Background: an optimization exercise with open tools, aiming at small area, a short achievable clock period and few clock cycles per item. Do not read the settings as production practice. The RTL was checked by simulation tests, not by an equivalence proof against the original design. Power figures rest on the tool's default switching activity, not on a simulated workload.

## alpha
==> module prime_finder, before the edit <==
module prime_finder(
	input              clk,
	input              rst,
	input              start,
	input      [15:0]  n,
	output             done,
	output             is_prime,
	output     [15:0]  prime
);
wire       h3 = n[15];
wire [3:0] h2 = n[14:11];
wire [3:0] h1 = n[10:7];
wire [3:0] h0 = n[6:3];
wire [4:0] t01 = {1'b0, h0} + {1'b0, h1};
wire [4:0] t23 = {1'b0, h2} + {4'd0, h3};
wire [5:0] tt = {1'b0, t01} + {1'b0, t23};
wire [1:0] tu;     
wire [3:0] mh;     
tab_t15 t_t15(.a(tt), .d({tu, mh}));
wire [4:0] b21 = {1'b0, h2} + {1'b0, h1} + {4'd0, h3};
wire [9:0] nb = {1'b0, h3, 3'd0, h3, 4'd0} + {2'd0, h2, 4'd0} + {5'd0, b21};    
wire [9:0] nb1 = nb + 10'd1;
wire [9:0] nb2 = nb + 10'd2;
wire [9:0] nb3 = nb + 10'd3;
wire [9:0] a_c = tu[1] ? (tu[0] ? nb3 : nb2) : (tu[0] ? nb1 : nb);     
wire [4:0] p_c;    
wire       rc_c;   
tab_pos t_pos(.a({mh, n[2:0]}), .d({rc_c, p_c}));
wire       n_small = (n < 16'd6);
wire       n_wrap  = (n > 16'd65521);
wire [1:0] sp_c  = n_wrap ? 2'd1 : !n_small ? 2'd0 : (n <= 16'd2) ? 2'd1 : (n == 16'd3) ? 2'd2 : 2'd3;
wire       spp_c = (n == 16'd2) | (n == 16'd3) | (n == 16'd5);
reg [9:0]  A;
reg [4:0]  p;
reg        rc;
reg [1:0]  sp;
reg        spp;
reg        busy;
reg        done_q, isp_q;
reg [4:0]  k_q;      
wire [31:0] v;
prime_rom rom(.a(A), .d(v));
wire [31:0] vm = v & ({32{1'b1}} << p);    
wire [15:0] e1a; wire [15:0] e1i;
wire [7:0]  e2a; wire [15:0] e2i;
wire [3:0]  e3a; wire [11:0] e3i;
wire [1:0]  e4a; wire [7:0]  e4i;
genvar g;
generate
	for (g = 0; g < 16; g = g + 1) begin : l1
		assign e1a[g] = vm[2*g] | vm[2*g+1];
		assign e1i[g] = ~vm[2*g];
	end
	for (g = 0; g < 8; g = g + 1) begin : l2
		assign e2a[g] = e1a[2*g] | e1a[2*g+1];
		assign e2i[2*g+1:2*g] = e1a[2*g] ? {1'b0, e1i[2*g]} : {1'b1, e1i[2*g+1]};
	end
	for (g = 0; g < 4; g = g + 1) begin : l3
		assign e3a[g] = e2a[2*g] | e2a[2*g+1];
		assign e3i[3*g+2:3*g] = e2a[2*g] ? {1'b0, e2i[4*g+1:4*g]} : {1'b1, e2i[4*g+3:4*g+2]};
	end
	for (g = 0; g < 2; g = g + 1) begin : l4
		assign e4a[g] = e3a[2*g] | e3a[2*g+1];
		assign e4i[4*g+3:4*g] = e3a[2*g] ? {1'b0, e3i[6*g+2:6*g]} : {1'b1, e3i[6*g+5:6*g+3]};
	end
endgenerate
wire       fany = e4a[0] | e4a[1];
wire [4:0] fk = e4a[0] ? {1'b0, e4i[3:0]} : {1'b1, e4i[7:4]};
wire       found = fany | (sp != 2'd0);
wire [6:0] c;                                
tab_off t_off(.a(k_q), .d(c));
wire        isp_c = (sp == 2'd0) ? (rc & fany & (fk == p)) : spp;
wire [13:0] phi = {A, c[6:3]} - {4'd0, A};    
wire [15:0] prime_o = (sp == 2'd0) ? {phi[12:0], c[2:0]} : (sp == 2'd1) ? 16'd2 : (sp == 2'd2) ? 16'd3 : 16'd5;
always @(posedge clk) begin
	if (start) begin
		A   <= a_c;
		p   <= p_c;
		rc  <= rc_c;
		sp  <= sp_c;
		spp <= spp_c;
	end else if (busy & ~found) begin    
		A   <= A + 10'd1;
		p   <= 5'd0;
		rc  <= 1'b0;
	end
	busy    <= ~rst & (start | (busy & ~found));
	done_q  <= ~rst & ~start & (done_q | (busy & found));
	k_q     <= fk;
	isp_q   <= isp_c;
end
assign done = done_q;
assign is_prime = isp_q;
assign prime = prime_o;
endmodule
clock: 8.0 ns
lec_check: 0
abc_area: 1
cap_margin: 20
core_margin: 2
core_utilization: 15
gpl_routability_driven: 1
place_density: 0.22
setup_slack_margin: 3.0
slew_margin: 20
run.sh (not shown) runs the stock make flow with config.mk's settings and CLKGATE_MAP_FILE= SYNTH_SCRIPT=/design/flow/synth_recipe.tcl, a recipe that flattens the netlist after the stock synthesis.
Testbench counts of alpha, summed over its fixed seeds: cycles 153, items 72.
The inputs of beta differ from those of alpha as listed below.
--- a/flow/design.v
+++ b/flow/design.v
@@ -17,14 +17,13 @@
 wire [1:0] tu;     
 wire [3:0] mh;     
 tab_t15 t_t15(.a(tt), .d({tu, mh}));
 wire [4:0] b21 = {1'b0, h2} + {1'b0, h1} + {4'd0, h3};
 wire [9:0] nb = {1'b0, h3, 3'd0, h3, 4'd0} + {2'd0, h2, 4'd0} + {5'd0, b21};    
-wire [9:0] nb1 = nb + 10'd1;
-wire [9:0] nb2 = nb + 10'd2;
-wire [9:0] nb3 = nb + 10'd3;
-wire [9:0] a_c = tu[1] ? (tu[0] ? nb3 : nb2) : (tu[0] ? nb1 : nb);     
+wire [2:0] alo = {1'b0, nb[1:0]} + {1'b0, tu};
+wire [7:0] abh = nb[9:2] + 8'd1;
+wire [9:0] a_c = {alo[2] ? abh : nb[9:2], alo[1:0]};     
 wire [4:0] p_c;    
 wire       rc_c;   
 tab_pos t_pos(.a({mh, n[2:0]}), .d({rc_c, p_c}));
 wire       n_small = (n < 16'd6);
 wire       n_wrap  = (n > 16'd65521);
@@ -35,11 +34,11 @@
 reg        rc;
 reg [1:0]  sp;
 reg        spp;
 reg        busy;
 reg        done_q, isp_q;
-reg [4:0]  k_q;      
+reg [6:0]  c_q;      
 wire [31:0] v;
 prime_rom rom(.a(A), .d(v));
 wire [31:0] vm = v & ({32{1'b1}} << p);    
 wire [15:0] e1a; wire [15:0] e1i;
 wire [7:0]  e2a; wire [15:0] e2i;
@@ -66,14 +65,14 @@
 endgenerate
 wire       fany = e4a[0] | e4a[1];
 wire [4:0] fk = e4a[0] ? {1'b0, e4i[3:0]} : {1'b1, e4i[7:4]};
 wire       found = fany | (sp != 2'd0);
 wire [6:0] c;                                
-tab_off t_off(.a(k_q), .d(c));
+tab_off t_off(.a(fk), .d(c));
 wire        isp_c = (sp == 2'd0) ? (rc & fany & (fk == p)) : spp;
-wire [13:0] phi = {A, c[6:3]} - {4'd0, A};    
-wire [15:0] prime_o = (sp == 2'd0) ? {phi[12:0], c[2:0]} : (sp == 2'd1) ? 16'd2 : (sp == 2'd2) ? 16'd3 : 16'd5;
+wire [13:0] phi = {A, c_q[6:3]} - {4'd0, A};    
+wire [15:0] prime_o = (sp == 2'd0) ? {phi[12:0], c_q[2:0]} : (sp == 2'd1) ? 16'd2 : (sp == 2'd2) ? 16'd3 : 16'd5;
 always @(posedge clk) begin
 	if (start) begin
 		A   <= a_c;
 		p   <= p_c;
 		rc  <= rc_c;
@@ -84,11 +83,11 @@
 		p   <= 5'd0;
 		rc  <= 1'b0;
 	end
 	busy    <= ~rst & (start | (busy & ~found));
 	done_q  <= ~rst & ~start & (done_q | (busy & found));
-	k_q     <= fk;
+	c_q     <= c;
 	isp_q   <= isp_c;
 end
 assign done = done_q;
 assign is_prime = isp_q;
 assign prime = prime_o;
Results
In the tables for beta and alpha, fraction of area in registers reads lower with alpha.
Taking alpha over beta, the detailed-routed wire length on met3 ratio works out to 1.06.
Cell area after layout (beta vs. alpha) decreases by a few percent
Synthesized area delta (beta − alpha): unfavourable
Of the two candidates, alpha has the better worst hold slack and beta the worse one.
After detailed routing, alpha needs more wire than beta.
When the final numbers for beta and alpha were put side by side, the number of clock sinks turned out to be smaller in alpha.
Final total power: beta and alpha compared, lower one is beta
The final-layout clock-cell area share of beta and that of alpha are within noise of each other.
Higher fmax among beta and alpha: alpha
beta ended up with a lower logic gate share of total power than alpha did.
Looking at global routing usage on met3, beta sits 0.84 points lower than alpha does.
Testbench counts of beta, summed over its fixed seeds: cycles 153, items 72.

-- static timing again, ports no longer ideal --
No port has a modelled driver above. Below, the same layouts with a new extraction and two added sets of constraints. Step 1 (the two cells are an assumption about what drives the block):
set clk [get_ports {clk}]
set_driving_cell -lib_cell sky130_fd_sc_hd__clkbuf_16 $clk
set_driving_cell -lib_cell sky130_fd_sc_hd__buf_2 [delete_from_list [all_inputs] $clk]
Step 2 adds t to the input delays and takes it off the output delays; t is the mean of the earliest and latest rising clock arrival at the registers after step 1. Input paths then give back, and output paths get back, about the clock's delay inside the block. Slacks: ideal ports / drivers / drivers and shift; pairs: ideal ports / drivers.
| run | t, ns | setup slack, ns | hold WS [ns] | cell pins on the clock port's net |
|---|---|---|---|---|
| alpha | 0.357 | 2.875 / 2.862 / 2.532 | 0.531 / 0.531 / 0.531 | 1 |
| beta | 0.350 | 2.665 / 2.676 / 2.326 | 0.485 / 0.485 / 0.485 | 1 |
After both steps setup and hold are still met in every run listed. The setup slack of alpha, which loses most, moves by -0.013 ns with the drivers and by -0.343 ns with both steps.
